From an optimization exercise on the open Yosys and OpenROAD flow, aimed at small area; shortcuts taken in it are not production practice.
Only simulation tests tie the RTL to the original design; equivalence was not proved.
The clock port is modelled as an ideal driver, which makes a skipped or thinned clock tree look cheaper than it is; a real chip needs a root buffer or a tree.

==> inputs of v23 <==
Design UART_FIFO, start of the top module:
module UART_FIFO(
    input clk,
    input reset,
    input [7:0] data_in,
    input data_valid,
    output reg [7:0] data_out
    );
==> module UART_FIFO, before the edit <==
module UART_FIFO(
    input clk,
    input reset,
    input [7:0] data_in,
    input data_valid,
    output reg [7:0] data_out
    );
    reg [12:0] ctx;
    wire tick    = (ctx & 13'h1e7d) == 13'h1258;   
    wire ctx_end = (ctx & 13'h19f7) == 13'h0963;   
    wire arm     = (ctx & 13'h1aff) == 13'h00ad;   
    reg [8:0] crx;
    wire crx_end = (crx & 9'h175) == 9'h020;       
    always @(posedge clk) begin
        if (reset) begin
            ctx <= 13'h1258;                           
            crx <= 9'h1d5;                             
        end else begin
            ctx <= {ctx[11:0], ctx[12] ^ ctx[0]} ^ {12'd0, ctx_end};
            crx <= {crx[7:0], crx[8] ^ crx[6]} ^ {5'd0, crx_end, 3'd0};
        end
    end
    reg [7:0] stg [0:15];
    reg [15:0] vld;
    reg [4:0] cnt;
    reg [7:0] rd_data;
    reg e0, e1;             
    wire wr = data_valid & ~cnt[4];
    reg [3:0] st;
    wire s_idle  = ~st[3] & ~st[2] & ~st[1];            
    wire s_load  = ~st[3] & ~st[2] & ~st[0];            
    wire s_start = ~st[3] & ~st[1] & ~st[0];            
    wire s_posta =  st[3] &  st[2] & ~st[1] & ~st[0];   
    wire s_postb = ~st[2] & ~st[1] & ~st[0];            
    wire rd  = tick & s_load;
    wire dec = s_start & ctx_end;
    wire load_out = s_postb & crx_end;
    wire step = s_idle  ? tick & ~e1 :
                s_posta ? arm :
                s_postb ? crx_end : tick;
    wire [16:0] stuck;
    assign stuck[16] = ~rd;
    assign stuck[15:0] = vld & stuck[16:1];
    always @(posedge clk) if (~stuck[0]) stg[0] <= data_in;
    genvar i;
    generate
        for (i = 1; i < 16; i = i + 1) begin : g_stg
            always @(posedge clk) if (~stuck[i]) stg[i] <= stg[i-1];
        end
    endgenerate
    always @(posedge clk) begin
        if (rd) rd_data <= stg[15];
    end
    always @(posedge clk) begin
        if (reset) begin
            vld <= 16'd0;
            cnt <= 5'd0;
            e0 <= 1'b1;
            e1 <= 1'b1;
            st <= 4'b0001;
            data_out <= 8'd0;
        end else begin
            vld <= {vld[14:0], wr} | stuck[15:0];
            cnt <= cnt + {{4{dec & ~wr}}, dec ^ wr};
            if (tick) begin
                e0 <= (cnt == 5'd0);
                e1 <= e0;
            end
            if (step) st <= {st[2:0], st[3] ^ st[2]};
            if (load_out) data_out <= rd_data;
        end
    end
endmodule
clock: 20.0 ns
lec_check: 0
cap_margin: 20
core_margin: 2
core_utilization: 70
slew_margin: 20
standard.sh (not shown) runs the stock make flow with config.mk's settings and CLKGATE_MAP_FILE= SYNTH_SCRIPT=/design/flow/synth_recipe.tcl, a recipe that flattens the netlist after the stock synthesis.
==> flow/flow/run.sh <==
#!/bin/bash
# The standard layout with three changes:
# - after the standard synthesis, its combinational cells are re-mapped for
#   area (flow/remap.sh); the flip-flops stay exactly as synthesized;
# - the port buffers are buf_1;
# - the clock tree is one level of clock buffers built by flow/cts_hook.tcl
#   in place of TritonCTS.
set -euo pipefail
R=orfs/results/$FLOW_PLATFORM/UART_FIFO/base
bash standard.sh synth > synth.log 2>&1
cp $R/1_2_yosys.v std_1_2_yosys.v
ffs() { grep -E '^\s*sky130_fd_sc_hd__(e?df|sdf|sedf|dl)[a-z0-9_]*\s' "$1" | awk '{print $1, $2}' | sort; }
if bash flow/remap.sh std_1_2_yosys.v remapped.v > remap.log 2>&1 \
    && [[ -n "$(ffs std_1_2_yosys.v)" ]] && diff <(ffs std_1_2_yosys.v) <(ffs remapped.v) > /dev/null; then
  cp remapped.v $R/1_2_yosys.v
  rm -f $R/1_synth.odb $R/1_synth.sdc
  echo "using the re-mapped netlist" >> remap.log
else
  echo "re-mapping failed or changed the flip-flops; keeping the standard netlist" >> remap.log
fi
export CTS_MAX_SINKS=20
export CTS_LEAF_BUF=sky130_fd_sc_hd__clkbuf_8
export CTS_ROOT_BUF=sky130_fd_sc_hd__clkbuf_8
export PRE_CTS_TCL="$PWD/flow/cts_hook.tcl"
export BUFFER_PORTS_ARGS="-buffer_cell sky130_fd_sc_hd__buf_1"
bash standard.sh finish > standard.log 2>&1
==> flow/flow/abc_area.script <==
strash
balance
rewrite
refactor
balance
rewrite
rewrite -z
balance
refactor -z
rewrite -z
balance
dch -f
amap
topo
==> flow/flow/cts_hook.tcl <==
# Sourced by ORFS's cts.tcl before clock tree synthesis (PRE_CTS_TCL).
# Builds a one-level clock tree: the clock port drives clock buffers (through
# one root buffer if there are more than 4), one per CTS_MAX_SINKS flip-flops,
# each placed at the centre of a cluster of nearby flip-flops (k-means with
# a size limit on the flip-flops' placed locations) and driving that
# cluster's clock pins.
rename clock_tree_synthesis __orig_clock_tree_synthesis
proc clock_tree_synthesis { args } {
  set bufname $::env(CTS_LEAF_BUF)
  set db [ord::get_db]
  set block [ord::get_db_block]
  set clk [$block findNet clk]
  set sinks {}
  set xs {}
  set ys {}
  foreach it [$clk getITerms] {
    if { [$it getIoType] eq "INPUT" } {
      set loc [[$it getInst] getLocation]
      lappend sinks $it
      lappend xs [lindex $loc 0]
      lappend ys [lindex $loc 1]
    }
  }
  set n [llength $sinks]
  set K [expr { ($n + $::env(CTS_MAX_SINKS) - 1) / $::env(CTS_MAX_SINKS) }]
  puts "manual CTS: $n sinks, $K leaf buffers ($bufname)"
  # k-means, seeded by sinks spread along the sorted x order
  set order [lsort -integer -indices $xs]
  set cx {}
  set cy {}
  for { set k 0 } { $k < $K } { incr k } {
    set i [lindex $order [expr { int(($k + 0.5) * $n / $K) }]]
    lappend cx [lindex $xs $i]
    lappend cy [lindex $ys $i]
  }
  # capacity-limited k-means: each buffer drives at most cap sinks
  set cap [expr { ($n + $K - 1) / $K }]
  set assign [lrepeat $n 0]
  for { set iter 0 } { $iter < 30 } { incr iter } {
    set pairs {}
    for { set i 0 } { $i < $n } { incr i } {
      for { set k 0 } { $k < $K } { incr k } {
        set dx [expr { [lindex $xs $i] - [lindex $cx $k] }]
        set dy [expr { [lindex $ys $i] - [lindex $cy $k] }]
        lappend pairs [list [expr { double($dx) * $dx + double($dy) * $dy }] $i $k]
      }
    }
    set pairs [lsort -real -index 0 $pairs]
    set done [lrepeat $n 0]
    set sc [lrepeat $K 0]
    foreach p $pairs {
      lassign $p d i k
      if { [lindex $done $i] || [lindex $sc $k] >= $cap } { continue }
      lset done $i 1
      lset assign $i $k
      lset sc $k [expr { [lindex $sc $k] + 1 }]
    }
    set sx [lrepeat $K 0.0]
    set sy [lrepeat $K 0.0]
    for { set i 0 } { $i < $n } { incr i } {
      set k [lindex $assign $i]
      lset sx $k [expr { [lindex $sx $k] + [lindex $xs $i] }]
      lset sy $k [expr { [lindex $sy $k] + [lindex $ys $i] }]
    }
    for { set k 0 } { $k < $K } { incr k } {
      if { [lindex $sc $k] > 0 } {
        lset cx $k [expr { int([lindex $sx $k] / [lindex $sc $k]) }]
        lset cy $k [expr { int([lindex $sy $k] / [lindex $sc $k]) }]
      }
    }
  }
  set master [$db findMaster $bufname]
  set nets {}
  for { set k 0 } { $k < $K } { incr k } {
    set inst [odb::dbInst_create $block $master "clkbuf_leaf_$k"]
    set net [odb::dbNet_create $block "clknet_leaf_$k"]
    $net setSigType CLOCK
    [$inst findITerm A] connect $clk
    [$inst findITerm X] connect $net
    $inst setLocation [lindex $cx $k] [lindex $cy $k]
    $inst setPlacementStatus PLACED
    lappend nets $net
    puts "  leaf $k: [lindex $sc $k] sinks at ([lindex $cx $k], [lindex $cy $k])"
  }
  for { set i 0 } { $i < $n } { incr i } {
    set it [lindex $sinks $i]
    $it disconnect
    $it connect [lindex $nets [lindex $assign $i]]
  }
  # with more than 4 leaf buffers, a root buffer drives them, so that the
  # clock port itself feeds a single cell
  if { $K > 4 } {
    set rx 0.0
    set ry 0.0
    for { set k 0 } { $k < $K } { incr k } {
      set rx [expr { $rx + [lindex $cx $k] }]
      set ry [expr { $ry + [lindex $cy $k] }]
    }
    set root [odb::dbInst_create $block [$db findMaster $::env(CTS_ROOT_BUF)] "clkbuf_root"]
    set rnet [odb::dbNet_create $block "clknet_root"]
    $rnet setSigType CLOCK
    for { set k 0 } { $k < $K } { incr k } {
      set a [[$block findInst "clkbuf_leaf_$k"] findITerm A]
      $a disconnect
      $a connect $rnet
    }
    [$root findITerm A] connect $clk
    [$root findITerm X] connect $rnet
    $root setLocation [expr { int($rx / $K) }] [expr { int($ry / $K) }]
    $root setPlacementStatus PLACED
  }
  global_connect
  set_propagated_clock [all_clocks]
}
==> flow/flow/remap.sh <==
#!/bin/bash
# Re-maps the combinational cells of the standard synthesis netlist ($1) for
# area with yosys/ABC (script flow/abc_area.script), keeping every flip-flop
# instance, its name and its cell type, exactly as the standard synthesis
# made it. Writes the new netlist to $2.
set -euo pipefail
IN=$1
OUT=$2
LIB=$FLOW_HOME/platforms/$FLOW_PLATFORM/lib/sky130_fd_sc_hd__tt_025C_1v80.lib
YOSYS=$FLOW_HOME/../tools/install/yosys/bin/yosys
[[ -x $YOSYS ]] || YOSYS=yosys
DU=""
for c in sky130_fd_sc_hd__probe_p_8 sky130_fd_sc_hd__probec_p_8 'sky130_fd_sc_hd__lpflow_*'; do
  DU="$DU -dont_use $c"
done
FF='sky130_fd_sc_hd__*df* sky130_fd_sc_hd__*edf* sky130_fd_sc_hd__*sdf* sky130_fd_sc_hd__dlx* sky130_fd_sc_hd__dlr*'
$YOSYS -l remap_yosys.log -p "
read_liberty -ignore_miss_func $LIB
blackbox $FF
read_verilog $IN
hierarchy -top $FLOW_TOP
flatten
opt -purge
abc -liberty $LIB $DU -script $PWD/flow/abc_area.script
opt_clean -purge
hilomap -singleton -hicell sky130_fd_sc_hd__conb_1 HI -locell sky130_fd_sc_hd__conb_1 LO
opt_clean -purge
stat -liberty $LIB
write_verilog -noattr -noexpr -nohex -nodec $OUT
"
==> v33: changes against v23 <==
--- a/flow/design.v
+++ b/flow/design.v
@@ -22,11 +22,10 @@
         end
     end
     reg [7:0] stg [0:15];
-    reg [15:0] vld;
-    reg [4:0] cnt;
+    reg [15:0] emp;         
     reg [7:0] rd_data;
     reg e0, e1;             
-    wire wr = data_valid & ~cnt[4];
+    wire wr;
     reg [3:0] st;
     wire s_idle  = ~st[3] & ~st[2] & ~st[1];            
     wire s_load  = ~st[3] & ~st[2] & ~st[0];            
@@ -39,14 +38,16 @@
     wire step = s_idle  ? tick & ~e1 :
                 s_posta ? arm :
                 s_postb ? crx_end : tick;
-    wire [16:0] stuck;
-    assign stuck[16] = ~rd;
-    assign stuck[15:0] = vld & stuck[16:1];
-    always @(posedge clk) if (~stuck[0]) stg[0] <= data_in;
+    wire [16:0] hole;
+    assign hole[16] = 1'b0;
+    assign hole[15:0] = emp | hole[16:1];
+    wire [15:0] free = hole[15:0] | {16{dec}};
+    assign wr = data_valid & hole[0];
+    always @(posedge clk) if (free[0]) stg[0] <= data_in;
     genvar i;
     generate
         for (i = 1; i < 16; i = i + 1) begin : g_stg
-            always @(posedge clk) if (~stuck[i]) stg[i] <= stg[i-1];
+            always @(posedge clk) if (free[i]) stg[i] <= stg[i-1];
         end
     endgenerate
     always @(posedge clk) begin
@@ -54,17 +55,15 @@
     end
     always @(posedge clk) begin
         if (reset) begin
-            vld <= 16'd0;
-            cnt <= 5'd0;
+            emp <= 16'hffff;
             e0 <= 1'b1;
             e1 <= 1'b1;
             st <= 4'b0001;
             data_out <= 8'd0;
         end else begin
-            vld <= {vld[14:0], wr} | stuck[15:0];
-            cnt <= cnt + {{4{dec & ~wr}}, dec ^ wr};
+            emp <= {emp[14:0], ~wr} & free[15:0];
             if (tick) begin
-                e0 <= (cnt == 5'd0);
+                e0 <= &emp;
                 e1 <= e0;
             end
             if (step) st <= {st[2:0], st[3] ^ st[2]};
--- a/flow/flow/run.sh
+++ b/flow/flow/run.sh
@@ -18,9 +18,9 @@
 else
   echo "re-mapping failed or changed the flip-flops; keeping the standard netlist" >> remap.log
 fi
-export CTS_MAX_SINKS=20
-export CTS_LEAF_BUF=sky130_fd_sc_hd__clkbuf_8
-export CTS_ROOT_BUF=sky130_fd_sc_hd__clkbuf_8
+export CTS_MAX_SINKS=36
+export CTS_LEAF_BUF=sky130_fd_sc_hd__inv_16
+export CTS_ROOT_BUF=sky130_fd_sc_hd__inv_8
 export PRE_CTS_TCL="$PWD/flow/cts_hook.tcl"
 export BUFFER_PORTS_ARGS="-buffer_cell sky130_fd_sc_hd__buf_1"
 bash standard.sh finish > standard.log 2>&1
==> flow/flow/abc_area.script (replaced) <==
strash
&get -n
&deepsyn -T 60
&put
dch -f
amap
topo
--- a/flow/flow/cts_hook.tcl
+++ b/flow/flow/cts_hook.tcl
@@ -5,8 +5,16 @@
 # a size limit on the flip-flops' placed locations) and driving that
 # cluster's clock pins.
 rename clock_tree_synthesis __orig_clock_tree_synthesis
+proc __cts_out { inst } {
+  foreach it [$inst getITerms] {
+    if { [$it getIoType] eq "OUTPUT" } { return $it }
+  }
+}
 proc clock_tree_synthesis { args } {
   set bufname $::env(CTS_LEAF_BUF)
+  if { [string match *inv* $bufname] != [string match *inv* $::env(CTS_ROOT_BUF)] } {
+    error "CTS_LEAF_BUF and CTS_ROOT_BUF must both invert or both not"
+  }
   set db [ord::get_db]
   set block [ord::get_db_block]
   set clk [$block findNet clk]
@@ -76,7 +84,7 @@
     set net [odb::dbNet_create $block "clknet_leaf_$k"]
     $net setSigType CLOCK
     [$inst findITerm A] connect $clk
-    [$inst findITerm X] connect $net
+    [__cts_out $inst] connect $net
     $inst setLocation [lindex $cx $k] [lindex $cy $k]
     $inst setPlacementStatus PLACED
     lappend nets $net
@@ -88,8 +96,9 @@
     $it connect [lindex $nets [lindex $assign $i]]
   }
   # with more than 4 leaf buffers, a root buffer drives them, so that the
-  # clock port itself feeds a single cell
-  if { $K > 4 } {
+  # clock port itself feeds a single cell; inverting leaves always get an
+  # inverting root, so the flip-flops see the clock's own polarity
+  if { $K > 4 || [string match *inv* $bufname] } {
     set rx 0.0
     set ry 0.0
     for { set k 0 } { $k < $K } { incr k } {
@@ -105,7 +114,7 @@
       $a connect $rnet
     }
     [$root findITerm A] connect $clk
-    [$root findITerm X] connect $rnet
+    [__cts_out $root] connect $rnet
     $root setLocation [expr { int($rx / $K) }] [expr { int($ry / $K) }]
     $root setPlacementStatus PLACED
   }
CORE_UTILIZATION = 60   (was 70)
==> v11: changes against v23 <==
--- a/flow/design.v
+++ b/flow/design.v
@@ -22,49 +22,46 @@
         end
     end
     reg [7:0] stg [0:15];
-    reg [15:0] vld;
-    reg [4:0] cnt;
+    reg [15:0] emp;         
     reg [7:0] rd_data;
     reg e0, e1;             
-    wire wr = data_valid & ~cnt[4];
+    wire wr;
     reg [3:0] st;
     wire s_idle  = ~st[3] & ~st[2] & ~st[1];            
-    wire s_load  = ~st[3] & ~st[2] & ~st[0];            
     wire s_start = ~st[3] & ~st[1] & ~st[0];            
     wire s_posta =  st[3] &  st[2] & ~st[1] & ~st[0];   
     wire s_postb = ~st[2] & ~st[1] & ~st[0];            
-    wire rd  = tick & s_load;
     wire dec = s_start & ctx_end;
     wire load_out = s_postb & crx_end;
     wire step = s_idle  ? tick & ~e1 :
                 s_posta ? arm :
                 s_postb ? crx_end : tick;
-    wire [16:0] stuck;
-    assign stuck[16] = ~rd;
-    assign stuck[15:0] = vld & stuck[16:1];
-    always @(posedge clk) if (~stuck[0]) stg[0] <= data_in;
+    wire [16:0] hole;
+    assign hole[16] = 1'b0;
+    assign hole[15:0] = emp | hole[16:1];
+    wire [15:0] free = hole[15:0] | {16{dec}};
+    assign wr = data_valid & hole[0];
+    always @(posedge clk) if (free[0]) stg[0] <= data_in;
     genvar i;
     generate
         for (i = 1; i < 16; i = i + 1) begin : g_stg
-            always @(posedge clk) if (~stuck[i]) stg[i] <= stg[i-1];
+            always @(posedge clk) if (free[i]) stg[i] <= stg[i-1];
         end
     endgenerate
     always @(posedge clk) begin
-        if (rd) rd_data <= stg[15];
+        if (dec) rd_data <= stg[15];
     end
     always @(posedge clk) begin
         if (reset) begin
-            vld <= 16'd0;
-            cnt <= 5'd0;
+            emp <= 16'hffff;
             e0 <= 1'b1;
             e1 <= 1'b1;
             st <= 4'b0001;
             data_out <= 8'd0;
         end else begin
-            vld <= {vld[14:0], wr} | stuck[15:0];
-            cnt <= cnt + {{4{dec & ~wr}}, dec ^ wr};
+            emp <= {emp[14:0], ~wr} & free[15:0];
             if (tick) begin
-                e0 <= (cnt == 5'd0);
+                e0 <= &emp;
                 e1 <= e0;
             end
             if (step) st <= {st[2:0], st[3] ^ st[2]};
--- a/flow/flow/run.sh
+++ b/flow/flow/run.sh
@@ -3,8 +3,9 @@
 # - after the standard synthesis, its combinational cells are re-mapped for
 #   area (flow/remap.sh); the flip-flops stay exactly as synthesized;
 # - the port buffers are buf_1;
-# - the clock tree is one level of clock buffers built by flow/cts_hook.tcl
-#   in place of TritonCTS.
+# - the clock tree is a root inverter driving one level of inverters, built
+#   by flow/cts_hook.tcl in place of TritonCTS (two inversions: the
+#   flip-flops see the clock's own polarity).
 set -euo pipefail
 R=orfs/results/$FLOW_PLATFORM/UART_FIFO/base
 bash standard.sh synth > synth.log 2>&1
@@ -18,9 +19,9 @@
 else
   echo "re-mapping failed or changed the flip-flops; keeping the standard netlist" >> remap.log
 fi
-export CTS_MAX_SINKS=20
-export CTS_LEAF_BUF=sky130_fd_sc_hd__clkbuf_8
-export CTS_ROOT_BUF=sky130_fd_sc_hd__clkbuf_8
+export CTS_MAX_SINKS=22
+export CTS_LEAF_BUF=sky130_fd_sc_hd__inv_8
+export CTS_ROOT_BUF=sky130_fd_sc_hd__inv_8
 export PRE_CTS_TCL="$PWD/flow/cts_hook.tcl"
 export BUFFER_PORTS_ARGS="-buffer_cell sky130_fd_sc_hd__buf_1"
 bash standard.sh finish > standard.log 2>&1
==> flow/flow/abc_1.script (new file) <==
strash
balance
rewrite
refactor
balance
rewrite
rewrite -z
balance
refactor -z
rewrite -z
balance
dch -f
amap
topo
==> flow/flow/abc_d1.script (new file) <==
strash
&get -n
&deepsyn -T 45 -S 1
&put
dch -f
amap
topo
==> flow/flow/abc_d2.script (new file) <==
strash
&get -n
&deepsyn -T 45 -S 2
&put
dch -f
amap
topo
==> flow/flow/abc_d3.script (new file) <==
strash
&get -n
&deepsyn -T 45 -S 3
&put
dch -f
amap
topo
--- a/flow/flow/cts_hook.tcl
+++ b/flow/flow/cts_hook.tcl
@@ -5,8 +5,16 @@
 # a size limit on the flip-flops' placed locations) and driving that
 # cluster's clock pins.
 rename clock_tree_synthesis __orig_clock_tree_synthesis
+proc __cts_out { inst } {
+  foreach it [$inst getITerms] {
+    if { [$it getIoType] eq "OUTPUT" } { return $it }
+  }
+}
 proc clock_tree_synthesis { args } {
   set bufname $::env(CTS_LEAF_BUF)
+  if { [string match *inv* $bufname] != [string match *inv* $::env(CTS_ROOT_BUF)] } {
+    error "CTS_LEAF_BUF and CTS_ROOT_BUF must both invert or both not"
+  }
   set db [ord::get_db]
   set block [ord::get_db_block]
   set clk [$block findNet clk]
@@ -76,7 +84,7 @@
     set net [odb::dbNet_create $block "clknet_leaf_$k"]
     $net setSigType CLOCK
     [$inst findITerm A] connect $clk
-    [$inst findITerm X] connect $net
+    [__cts_out $inst] connect $net
     $inst setLocation [lindex $cx $k] [lindex $cy $k]
     $inst setPlacementStatus PLACED
     lappend nets $net
@@ -88,8 +96,9 @@
     $it connect [lindex $nets [lindex $assign $i]]
   }
   # with more than 4 leaf buffers, a root buffer drives them, so that the
-  # clock port itself feeds a single cell
-  if { $K > 4 } {
+  # clock port itself feeds a single cell; inverting leaves always get an
+  # inverting root, so the flip-flops see the clock's own polarity
+  if { $K > 4 || [string match *inv* $bufname] } {
     set rx 0.0
     set ry 0.0
     for { set k 0 } { $k < $K } { incr k } {
@@ -105,7 +114,7 @@
       $a connect $rnet
     }
     [$root findITerm A] connect $clk
-    [$root findITerm X] connect $rnet
+    [__cts_out $root] connect $rnet
     $root setLocation [expr { int($rx / $K) }] [expr { int($ry / $K) }]
     $root setPlacementStatus PLACED
   }
==> flow/flow/remap.sh (replaced) <==
#!/bin/bash
# Re-maps the combinational cells of the standard synthesis netlist ($1) for
# area with yosys/ABC, keeping every flip-flop instance, its name and its cell
# type, exactly as the standard synthesis made it. It tries each ABC script
# flow/abc_*.script in parallel and writes the smallest result to $2.
set -euo pipefail
IN=$1
OUT=$2
LIB=$FLOW_HOME/platforms/$FLOW_PLATFORM/lib/sky130_fd_sc_hd__tt_025C_1v80.lib
YOSYS=$FLOW_HOME/../tools/install/yosys/bin/yosys
[[ -x $YOSYS ]] || YOSYS=yosys
DU=""
for c in sky130_fd_sc_hd__probe_p_8 sky130_fd_sc_hd__probec_p_8 'sky130_fd_sc_hd__lpflow_*'; do
  DU="$DU -dont_use $c"
done
FF='sky130_fd_sc_hd__*df* sky130_fd_sc_hd__*edf* sky130_fd_sc_hd__*sdf* sky130_fd_sc_hd__dlx* sky130_fd_sc_hd__dlr*'
for S in flow/abc_*.script; do
  n=$(basename $S .script)
  $YOSYS -l remap_$n.log -p "
read_liberty -ignore_miss_func $LIB
blackbox $FF
read_verilog $IN
hierarchy -top $FLOW_TOP
flatten
opt -purge
abc -liberty $LIB $DU -script $PWD/$S
opt_clean -purge
hilomap -singleton -hicell sky130_fd_sc_hd__conb_1 HI -locell sky130_fd_sc_hd__conb_1 LO
opt_clean -purge
tee -o remap_$n.stat stat -liberty $LIB
write_verilog -noattr -noexpr -nohex -nodec remap_$n.v
" > /dev/null &
done
wait
best=""
for S in flow/abc_*.script; do
  n=$(basename $S .script)
  a=$(awk '/Chip area/ {print $NF}' remap_$n.stat 2>/dev/null || true)
  echo "$n: ${a:-failed}"
  if [[ -n "$a" && -s remap_$n.v ]]; then
    if [[ -z "$best" ]] || awk -v a=$a -v b=$besta 'BEGIN {exit !(a < b)}'; then
      best=$n
      besta=$a
    fi
  fi
done
[[ -n "$best" ]]
echo "best: $best ($besta)"
cp remap_$best.v $OUT
CORE_UTILIZATION = 60   (was 70)
removed: flow/flow/abc_area.script
==> results.yml <==
run_status:
  status: "finished clean"
power_and_ir_drop:
  p_total_uw: 622
  seqPwrFrac: 0.731
die:
  fp.dieH_um: 97.4
  tapCellCount: 108
global_route:
  grt_pass1_wl_um: 13100
  grt_util_met2: 0.293
worst_setup_path:
  critPathRequiredTime_ns: 20.30
  setup.worst_path.start: "data_valid"
  slowest_delay_ns: 0.35
cells_and_area:
  final_cell_mix: "edfxtp_1 (136), dfxtp_1 (57), nor2_1 (45)"
  drive_gt1_frac: 0.0341
placement:
  place_area_sq_um: 6330
timing:
  max-slew-margin-rel: 0.378
# the run above: v23

==> results.yml <==
timing:
  slew_viol_final: 0
  max-slew-margin-rel: 0.429
hold_path:
  hp-class: "flip-flop to flip-flop"
cells_and_area:
  final_cell_mix: "edfxtp_1 (136), dfxtp_1 (52), clkinv_1 (32)"
  drive_gt1_frac: 0.0299
worst_setup_path:
  critPathRequiredTime_ns: 20.19
  slowest_delay_ns: 0.94
  setup.worst_path.start: "reset"
global_route:
  grt_pass1_wl_um: 11800
  grt_util_met2: 0.247
  antenna_found_initial: 0
power_and_ir_drop:
  p_total_uw: 579
  seqPwrFrac: 0.757
die:
  fp.dieH_um: 103
run_status:
  status: "finished clean"
# the run above: v11

==> results.yml <==
power_and_ir_drop:
  p_total_uw: 590
die:
  fp.dieH_um: 103
  tapCellCount: 133
run_status:
  status: "finished clean"
global_route:
  grt_pass1_wl_um: 11500
  grt_util_met2: 0.257
worst_setup_path:
  setup.worst_path.start: "reset"
  slowest_delay_ns: 0.93
  critPathRequiredTime_ns: 20.14
timing:
  max-slew-margin-rel: 0.270
cells_and_area:
  final_cell_mix: "edfxtp_1 (136), dfxtp_1 (52), nand2_1 (30)"
placement:
  place_area_sq_um: 6130
# the run above: v33

In every run of this note, the design's own scripts or RTL, not TritonCTS, make the clock network.

==> separate check: timing with driven ports <==
In the flow no input, the clock included, has a driving cell. The finished layouts below were timed again as built, in two steps. Step 1: set_driving_cell puts a clkbuf_16 on clk and a buf_2 on each other input, an assumption about the parent block. Step 2 adds t to the input delays and takes it off the output delays; t is the mean of the earliest and latest rising clock arrival at the registers after step 1. Input paths then give back, and output paths get back, about the clock's delay inside the block. a / b / c = ideal / step 1 / step 2; a / b = the first two.
| run | t, ns | setup slack, ns | worst setup path after step 2 |
|---|---|---|---|
| v23 | 0.439 | 14.523 / 14.531 / 14.092 | input to register |
| v33 | 0.296 | 14.172 / 14.198 / 13.902 | input to register |
| v11 | 0.270 | 14.020 / 14.043 / 13.773 | input to register |
After both steps every run listed still meets setup and hold. For v23, which loses most, drivers alone change the setup slack by +0.008 ns; drivers and shift together by -0.431 ns.
